This design comes from an exercise in tuning for small area and a short achievable clock period on the open sky130 flow, not from production work.
At most, simulation tests tie the RTL to the original design; equivalence was not proved.

==> module AXIS_linear_regression_v1_0, before the edit <==
module AXIS_linear_regression_v1_0 #
	(
		parameter M = 8,
		parameter N = 3,
		parameter integer C_S00_AXIS_TDATA_WIDTH	= 32,
		parameter integer C_M00_AXIS_TDATA_WIDTH	= 32,
		parameter integer C_M00_AXIS_START_COUNT	= 32
	)
	(
		input wire  aclk,
		input wire  aresetn,
		output wire  s00_axis_tready,
		input wire [C_S00_AXIS_TDATA_WIDTH-1 : 0] s00_axis_tdata,
		input wire  s00_axis_tlast,
		input wire  s00_axis_tvalid,
		output wire  m00_axis_tvalid,
		output wire [C_M00_AXIS_TDATA_WIDTH-1 : 0] m00_axis_tdata,
		output wire  m00_axis_tlast,
		input wire  m00_axis_tready
	);
    reg        tready_r;
    reg  [2:0] vdly, ldly;
    reg        tvalid_r, tlast_r;
    reg  [31:0] tdata_r;
    reg  [1:0] col;         
    reg  [3:0] row;         
    reg        pending;     
    reg  [1:0] w;           
    assign s00_axis_tready = tready_r;
    assign m00_axis_tvalid = tvalid_r;
    assign m00_axis_tlast  = tlast_r;
    assign m00_axis_tdata  = tdata_r;
    wire take = s00_axis_tvalid & tready_r & ~pending;
    wire xrow = ~row[3];
    wire nz = row != 4'd0;              
    wire [15:0] bus16 = s00_axis_tdata[15:0];
    wire [15:0] enc;
    wire [7:0] encn;
    genvar g;
    generate for (g = 0; g < 8; g = g + 1) begin : be
        wire am1 = (g == 0) ? 1'b0 : bus16[2*g-1];
        wire a0 = bus16[2*g], a1 = bus16[2*g+1];
        assign enc[2*g]   = a0 ^ am1;
        assign enc[2*g+1] = (a1 & ~a0 & ~am1) | (~a1 & a0 & am1);
        assign encn[g]    = a1;
    end endgenerate
    reg [15:0] E0, E1, E2;
    reg [7:0] N0, N1, N2;
    wire ld0 = ~xrow | (col == 2'd0);
    wire ld1 = ~xrow | (col == 2'd1);
    wire ld2 = ~xrow | (col == 2'd2);
    wire flip = take & xrow & (col == 2'd3);
    reg [31:0] R0a, R0b, R0c;           
    reg [31:0] R1a, R1b;                
    reg [31:0] A22;
    reg [31:0] B0, B1, B2;              
    wire [31:0] busx = (col == 2'd3) ? s00_axis_tdata : {{16{s00_axis_tdata[15]}}, bus16};
    reg [31:0] Q0, Q1, Q2;
    reg sx0, sx1, sx2, sx3;             
    reg st0, st1, st2;                  
    reg cR0, cB0, cR1, cB1, cR2, cB2;
    wire st = st0 | st1 | st2;
    always @(posedge aclk) begin
        if (ld0) E0 <= enc;
        if (ld1) E1 <= enc;
        if (ld2) E2 <= enc;
        if (ld0 | flip) N0 <= ld0 ? encn : ~N0;
        if (ld1 | flip) N1 <= ld1 ? encn : ~N1;
        if (ld2 | flip) N2 <= ld2 ? encn : ~N2;
        Q0 <= xrow ? busx : st ? R0b : R0a;
        Q1 <= xrow ? busx : (col == 2'd0) ? R0b : st1 ? R1b : R1a;
        Q2 <= xrow ? busx : (col == 2'd0) ? R0c : (col == 2'd1) ? R1b : A22;
        if (!aresetn) begin
            tready_r <= 1'b0;
            vdly <= 3'b0; ldly <= 3'b0;
            tvalid_r <= 1'b0; tlast_r <= 1'b0;
            col <= 2'd0; row <= 4'd0;
            pending <= 1'b0; w <= 2'd0;
            {sx0, sx1, sx2, sx3, st0, st1, st2} <= 7'b0;
            {cR0, cB0, cR1, cB1, cR2, cB2} <= 6'b0;
        end else begin
            tready_r <= m00_axis_tready;
            vdly <= {vdly[1:0], s00_axis_tvalid};
            ldly <= {ldly[1:0], s00_axis_tlast};
            tvalid_r <= vdly[2];
            tlast_r <= ldly[2];
            sx0 <= take & xrow & (col == 2'd0);
            sx1 <= take & xrow & (col == 2'd1);
            sx2 <= take & xrow & (col == 2'd2);
            sx3 <= take & xrow & (col == 2'd3);
            st0 <= take & ~xrow & (col == 2'd0);
            st1 <= take & ~xrow & (col == 2'd1);
            st2 <= take & ~xrow & (col == 2'd2);
            cR0 <= take & xrow & nz & (col != 2'd3);
            cB0 <= take & (xrow ? nz & (col == 2'd3) : (col != 2'd3));
            cR1 <= take & xrow & nz & (col == 2'd1 || col == 2'd2);
            cB1 <= take & (xrow ? nz & (col == 2'd3) : 1'b1);
            cR2 <= take & xrow & nz & (col == 2'd2);
            cB2 <= take & (xrow ? nz & col[0] : 1'b1);
            if (take) begin
                col <= col + 2'd1;
                if (col == 2'd3) row <= row + 4'd1;
                if (~xrow && col == 2'd3) pending <= 1'b1;
            end
            if (pending & m00_axis_tready) begin
                w <= (w == 2'd2) ? 2'd0 : w + 2'd1;
                if (w == 2'd2) begin
                    pending <= 1'b0;
                    row <= 4'd0;
                    col <= 2'd0;
                end
            end
        end
    end
    wire tload = ~aresetn | (pending & m00_axis_tready);
    wire [31:0] gw = (w == 2'd0) ? B0 : (w == 2'd1) ? B1 : B2;
    always @(posedge aclk)
        if (tload) tdata_r <= gw & {32{aresetn}};
    wire [31:0] c0 = ({32{cR0}} & R0a) | ({32{cB0}} & B0);
    wire [31:0] r0;
    mac u0 (E0, N0, Q0, c0, r0);
    wire [31:0] c1 = ({32{cR1}} & R1a) | ({32{cB1}} & B1);
    wire [31:0] r1;
    mac u1 (E1, N1, Q1, c1, r1);
    wire [31:0] c2 = ({32{cR2}} & A22) | ({32{cB2}} & B2);
    wire [31:0] r2;
    mac u2 (E2, N2, Q2, c2, r2);
    wire wa0 = sx0 | sx1 | sx2;
    wire wa1 = sx1 | sx2;
    wire rot0 = st;
    wire rot1 = st1 | st2;
    always @(posedge aclk) begin
        if (wa0 | rot0) begin
            R0a <= R0b;
            R0b <= R0c;
            R0c <= wa0 ? r0 : R0a;
        end
        if (wa1 | rot1) begin
            R1a <= R1b;
            R1b <= wa1 ? r1 : R1a;
        end
        if (sx2) A22 <= r2;
        if (sx3 | st) begin B0 <= r0; B1 <= r1; B2 <= r2; end
    end
endmodule
==> flow/config.mk <==
export PLATFORM = sky130hd
export DESIGN_NAME = AXIS_linear_regression_v1_0
export DESIGN_NICKNAME = AXIS_linear_regression_v1_0
export VERILOG_FILES = /design/flow/design.v
export SDC_FILE = /design/flow/constraint.sdc
export NUM_CORES = 8
export LEC_CHECK = 0
export CAP_MARGIN = 20
export CORE_MARGIN = 2
export CORE_UTILIZATION = 40
export SLEW_MARGIN = 20
export SYNTH_HIERARCHICAL = 1
export SYNTH_MINIMUM_KEEP_SIZE = 0
==> flow/constraint.sdc <==
create_clock -name core_clock -period 22.0 [get_ports {aclk}]
set_input_delay 4.4000 -clock core_clock [delete_from_list [all_inputs] [get_ports {aclk}]]
set_output_delay 4.4000 -clock core_clock [all_outputs]
set_load 0.01 [all_outputs]
run.sh (not shown) runs the stock make flow with config.mk's settings and CLKGATE_MAP_FILE= SYNTH_SCRIPT=/design/flow/synth_recipe.tcl, a recipe that flattens the netlist after the stock synthesis.
Edit:
--- a/flow/design.v
+++ b/flow/design.v
@@ -55,46 +55,45 @@
     reg [31:0] R1a, R1b;                
     reg [31:0] A22;
     reg [31:0] B0, B1, B2;              
     wire [31:0] busx = (col == 2'd3) ? s00_axis_tdata : {{16{s00_axis_tdata[15]}}, bus16};
     reg [31:0] Q0, Q1, Q2;
     reg sx0, sx1, sx2, sx3;             
-    reg st0, st1, st2;                  
+    reg st;                             
     reg cR0, cB0, cR1, cB1, cR2, cB2;
-    wire st = st0 | st1 | st2;
+    wire rot0 = take & ~xrow & (col != 2'd3);
+    wire rot1 = take & ~xrow & (col == 2'd1 || col == 2'd2);
     always @(posedge aclk) begin
         if (ld0) E0 <= enc;
         if (ld1) E1 <= enc;
         if (ld2) E2 <= enc;
         if (ld0 | flip) N0 <= ld0 ? encn : ~N0;
         if (ld1 | flip) N1 <= ld1 ? encn : ~N1;
         if (ld2 | flip) N2 <= ld2 ? encn : ~N2;
-        Q0 <= xrow ? busx : st ? R0b : R0a;
-        Q1 <= xrow ? busx : (col == 2'd0) ? R0b : st1 ? R1b : R1a;
+        Q0 <= xrow ? busx : R0a;
+        Q1 <= xrow ? busx : (col == 2'd0) ? R0b : R1a;
         Q2 <= xrow ? busx : (col == 2'd0) ? R0c : (col == 2'd1) ? R1b : A22;
         if (!aresetn) begin
             tready_r <= 1'b0;
             vdly <= 3'b0; ldly <= 3'b0;
             tvalid_r <= 1'b0; tlast_r <= 1'b0;
             col <= 2'd0; row <= 4'd0;
             pending <= 1'b0; w <= 2'd0;
-            {sx0, sx1, sx2, sx3, st0, st1, st2} <= 7'b0;
+            {sx0, sx1, sx2, sx3, st} <= 5'b0;
             {cR0, cB0, cR1, cB1, cR2, cB2} <= 6'b0;
         end else begin
             tready_r <= m00_axis_tready;
             vdly <= {vdly[1:0], s00_axis_tvalid};
             ldly <= {ldly[1:0], s00_axis_tlast};
             tvalid_r <= vdly[2];
             tlast_r <= ldly[2];
             sx0 <= take & xrow & (col == 2'd0);
             sx1 <= take & xrow & (col == 2'd1);
             sx2 <= take & xrow & (col == 2'd2);
             sx3 <= take & xrow & (col == 2'd3);
-            st0 <= take & ~xrow & (col == 2'd0);
-            st1 <= take & ~xrow & (col == 2'd1);
-            st2 <= take & ~xrow & (col == 2'd2);
+            st  <= rot0;
             cR0 <= take & xrow & nz & (col != 2'd3);
             cB0 <= take & (xrow ? nz & (col == 2'd3) : (col != 2'd3));
             cR1 <= take & xrow & nz & (col == 2'd1 || col == 2'd2);
             cB1 <= take & (xrow ? nz & (col == 2'd3) : 1'b1);
             cR2 <= take & xrow & nz & (col == 2'd2);
             cB2 <= take & (xrow ? nz & col[0] : 1'b1);
@@ -125,14 +124,12 @@
     mac u1 (E1, N1, Q1, c1, r1);
     wire [31:0] c2 = ({32{cR2}} & A22) | ({32{cB2}} & B2);
     wire [31:0] r2;
     mac u2 (E2, N2, Q2, c2, r2);
     wire wa0 = sx0 | sx1 | sx2;
     wire wa1 = sx1 | sx2;
-    wire rot0 = st;
-    wire rot1 = st1 | st2;
     always @(posedge aclk) begin
         if (wa0 | rot0) begin
             R0a <= R0b;
             R0b <= R0c;
             R0c <= wa0 ? r0 : R0a;
         end
Clock skew rises by 0.0046 ns.
Design area came out lower by 1.3%.
Die area goes down by 1.4%.
Via count shrinks by about 2.5%.
Hold slack loses 0.0049 ns.
No run of this note included a check of the RTL's function; only the layout flow was run.

========
AXIS_linear_regression_v1_0, a different RTL version from the one above (not shown whole).
For scale: roughly 72 I/O pins, roughly 0.045 sq mm of cells after synthesis.
==> module AXIS_linear_regression_v1_0, before the edit <==
module AXIS_linear_regression_v1_0 #
	(
		parameter M = 8,
		parameter N = 3,
		parameter integer C_S00_AXIS_TDATA_WIDTH	= 32,
		parameter integer C_M00_AXIS_TDATA_WIDTH	= 32,
		parameter integer C_M00_AXIS_START_COUNT	= 32
	)
	(
		input wire  aclk,
		input wire  aresetn,
		output wire  s00_axis_tready,
		input wire [C_S00_AXIS_TDATA_WIDTH-1 : 0] s00_axis_tdata,
		input wire  s00_axis_tlast,
		input wire  s00_axis_tvalid,
		output wire  m00_axis_tvalid,
		output wire [C_M00_AXIS_TDATA_WIDTH-1 : 0] m00_axis_tdata,
		output wire  m00_axis_tlast,
		input wire  m00_axis_tready
	);
    reg        tready_r;
    reg  [2:0] vdly, ldly;
    reg        tvalid_r, tlast_r;
    reg  [31:0] tdata_r;
    reg  [1:0] col;         
    reg  [3:0] row;         
    reg        pending;     
    reg  [1:0] w;           
    assign s00_axis_tready = tready_r;
    assign m00_axis_tvalid = tvalid_r;
    assign m00_axis_tlast  = tlast_r;
    assign m00_axis_tdata  = tdata_r;
    wire take = s00_axis_tvalid & tready_r & ~pending;
    wire xrow = ~row[3];
    wire nz = row != 4'd0;              
    wire [15:0] bus16 = s00_axis_tdata[15:0];
    wire [15:0] enc;
    wire [7:0] encn;
    genvar g;
    generate for (g = 0; g < 8; g = g + 1) begin : be
        wire am1 = (g == 0) ? 1'b0 : bus16[2*g-1];
        wire a0 = bus16[2*g], a1 = bus16[2*g+1];
        assign enc[2*g]   = a0 ^ am1;
        assign enc[2*g+1] = (a1 & ~a0 & ~am1) | (~a1 & a0 & am1);
        assign encn[g]    = a1;
    end endgenerate
    reg [15:0] E0, E1, E2;
    reg [7:0] N0, N1, N2;
    wire ld0 = ~xrow | (col == 2'd0);
    wire ld1 = ~xrow | (col == 2'd1);
    wire ld2 = ~xrow | (col == 2'd2);
    wire flip = take & xrow & (col == 2'd3);
    reg [31:0] R0a, R0b, R0c;           
    reg [31:0] R1a, R1b;                
    reg [31:0] A22;
    reg [31:0] B0, B1, B2;              
    wire [31:0] busx = (col == 2'd3) ? s00_axis_tdata : {{16{s00_axis_tdata[15]}}, bus16};
    reg [31:0] Q0, Q1, Q2;
    reg sx0, sx1, sx2, sx3;             
    reg st;                             
    reg cR0, cB0, cR1, cB1, cR2, cB2;
    always @(posedge aclk) begin
        if (ld0) E0 <= enc;
        if (ld1) E1 <= enc;
        if (ld2) E2 <= enc;
        if (ld0 | flip) N0 <= ld0 ? encn : ~N0;
        if (ld1 | flip) N1 <= ld1 ? encn : ~N1;
        if (ld2 | flip) N2 <= ld2 ? encn : ~N2;
        Q0 <= xrow ? busx : R0a;
        Q1 <= xrow ? busx : (col == 2'd0) ? R0b : R1a;
        Q2 <= xrow ? busx : (col == 2'd0) ? R0c : (col == 2'd1) ? R1b : A22;
        if (!aresetn) begin
            tready_r <= 1'b0;
            vdly <= 3'b0; ldly <= 3'b0;
            tvalid_r <= 1'b0; tlast_r <= 1'b0;
            col <= 2'd0; row <= 4'd0;
            pending <= 1'b0; w <= 2'd0;
            {sx0, sx1, sx2, sx3, st} <= 5'b0;
            {cR0, cB0, cR1, cB1, cR2, cB2} <= 6'b0;
        end else begin
            tready_r <= m00_axis_tready;
            vdly <= {vdly[1:0], s00_axis_tvalid};
            ldly <= {ldly[1:0], s00_axis_tlast};
            tvalid_r <= vdly[2];
            tlast_r <= ldly[2];
            sx0 <= take & xrow & (col == 2'd0);
            sx1 <= take & xrow & (col == 2'd1);
            sx2 <= take & xrow & (col == 2'd2);
            sx3 <= take & xrow & (col == 2'd3);
            st  <= take & ~xrow & (col != 2'd3);
            cR0 <= take & xrow & nz & (col != 2'd3);
            cB0 <= take & (xrow ? nz & (col == 2'd3) : (col != 2'd3));
            cR1 <= take & xrow & nz & (col == 2'd1 || col == 2'd2);
            cB1 <= take & (xrow ? nz & (col == 2'd3) : 1'b1);
            cR2 <= take & xrow & nz & (col == 2'd2);
            cB2 <= take & (xrow ? nz & col[0] : 1'b1);
            if (take) begin
                col <= col + 2'd1;
                if (col == 2'd3) row <= row + 4'd1;
                if (~xrow && col == 2'd3) pending <= 1'b1;
            end
            if (pending & m00_axis_tready) begin
                w <= (w == 2'd2) ? 2'd0 : w + 2'd1;
                if (w == 2'd2) begin
                    pending <= 1'b0;
                    row <= 4'd0;
                    col <= 2'd0;
                end
            end
        end
    end
    wire tload = pending & m00_axis_tready;
    wire [31:0] gw = (w == 2'd0) ? B0 : (w == 2'd1) ? B1 : B2;
    always @(posedge aclk)
        tdata_r <= ({32{tload & aresetn}} & gw) | ({32{~tload & aresetn}} & tdata_r);
    wire [31:0] c0 = ({32{cR0}} & R0a) | ({32{cB0}} & B0);
    wire [31:0] r0;
    mac u0 (E0, N0, Q0, c0, r0);
    wire [31:0] c1 = ({32{cR1}} & R1a) | ({32{cB1}} & B1);
    wire [31:0] r1;
    mac u1 (E1, N1, Q1, c1, r1);
    wire [31:0] c2 = ({32{cR2}} & A22) | ({32{cB2}} & B2);
    wire [31:0] r2;
    mac u2 (E2, N2, Q2, c2, r2);
    wire wa0 = sx0 | sx1 | sx2 | (take & ~xrow & (col != 2'd3));
    wire wa1 = sx1 | sx2 | (take & ~xrow & (col == 2'd1));
    always @(posedge aclk) begin
        if (wa0) begin
            R0a <= R0b;
            R0b <= R0c;
            R0c <= r0;
        end
        if (wa1) begin
            R1a <= R1b;
            R1b <= r1;
        end
        if (sx2) A22 <= r2;
        if (sx3 | st) begin B0 <= r0; B1 <= r1; B2 <= r2; end
    end
endmodule
clock: 22.0 ns
lec_check: 0
cap_margin: 20
core_margin: 2
core_utilization: 40
cts_cluster_diameter: 50
cts_cluster_size: 24
slew_margin: 20
synth_hierarchical: 1
synth_minimum_keep_size: 0
standard.sh (not shown) runs the stock make flow with config.mk's settings and CLKGATE_MAP_FILE= SYNTH_SCRIPT=/design/flow/synth_recipe.tcl, a recipe that flattens the netlist after the stock synthesis.
==> flow/flow/run.sh <==
#!/bin/bash
# The standard layout, with the port buffers made from buf_4 instead of the default cell,
# and the resizer's timing repair aiming at 16.5 ns of setup slack
set -euo pipefail
bash standard.sh finish 'BUFFER_PORTS_ARGS=-buffer_cell sky130_fd_sc_hd__buf_4' SETUP_SLACK_MARGIN=16.5 > standard.log 2>&1
Change:
--- a/flow/design.v
+++ b/flow/design.v
@@ -60,14 +60,14 @@
     reg sx0, sx1, sx2, sx3;             
     reg st;                             
     reg cR0, cB0, cR1, cB1, cR2, cB2;
     always @(posedge aclk) begin
-        if (ld0) E0 <= enc;
-        if (ld1) E1 <= enc;
-        if (ld2) E2 <= enc;
-        if (ld0 | flip) N0 <= ld0 ? encn : ~N0;
-        if (ld1 | flip) N1 <= ld1 ? encn : ~N1;
-        if (ld2 | flip) N2 <= ld2 ? encn : ~N2;
+        E0 <= ({16{ld0}} & enc) | ({16{~ld0}} & E0);
+        E1 <= ({16{ld1}} & enc) | ({16{~ld1}} & E1);
+        E2 <= ({16{ld2}} & enc) | ({16{~ld2}} & E2);
+        N0 <= ({8{ld0}} & encn) | ({8{~ld0}} & (N0 ^ {8{flip}}));
+        N1 <= ({8{ld1}} & encn) | ({8{~ld1}} & (N1 ^ {8{flip}}));
+        N2 <= ({8{ld2}} & encn) | ({8{~ld2}} & (N2 ^ {8{flip}}));
         Q0 <= xrow ? busx : R0a;
         Q1 <= xrow ? busx : (col == 2'd0) ? R0b : R1a;
         Q2 <= xrow ? busx : (col == 2'd0) ? R0c : (col == 2'd1) ? R1b : A22;
         if (!aresetn) begin
Effect: The changed run passed the timing, DRC and antenna checks; die area falls by 0.45%; area after synthesis falls by 0.46%; clock-buffer cell count rises by 9; final area stays flat.
Only the layout flow was run in the second run of this note; the RTL was not checked for function there.

static timing again, ports no longer ideal:
No port has a modelled driver above. Below, the same layouts with a new extraction and two added sets of constraints. Step 1 assumes that a clkbuf_16 drives the clock port and a buf_2 every other input. Step 2 moves the port delays by t, midway between the first and last clock arrival at a register: inputs arrive t later, outputs are due t later. That takes back most of the time a late clock gives input paths. Three values: ideal ports, drivers, drivers and shift; two values: the first two.
| run | t (ns) | setup WS [ns] | worst hold slack (ns) | worst setup path after step 2 | worst register clock-pin slew, ns |
|---|---|---|---|---|---|
| the first run of note 1 | 0.716 | 15.641 / 15.641 / 15.468 | 0.443 / 0.443 / 0.443 | input to register | 0.07 / 0.07 |
| the second run of note 1 | 0.708 | 15.109 / 15.158 / 14.450 | 0.438 / 0.438 / 0.438 | input to register | 0.07 / 0.07 |
| the first run of note 2 | 0.664 | 16.456 / 16.388 / 15.956 | 0.441 / 0.441 / 0.441 | input to register | 0.09 / 0.09 |
| the second run of note 2 | 0.674 | 16.431 / 16.365 / 15.980 | 0.435 / 0.435 / 0.435 | input to register | 0.09 / 0.09 |
After both steps setup and hold are still met in every run listed. For the second run of note 1, which loses most, drivers alone change the setup slack by +0.049 ns; drivers and shift together by -0.659 ns.
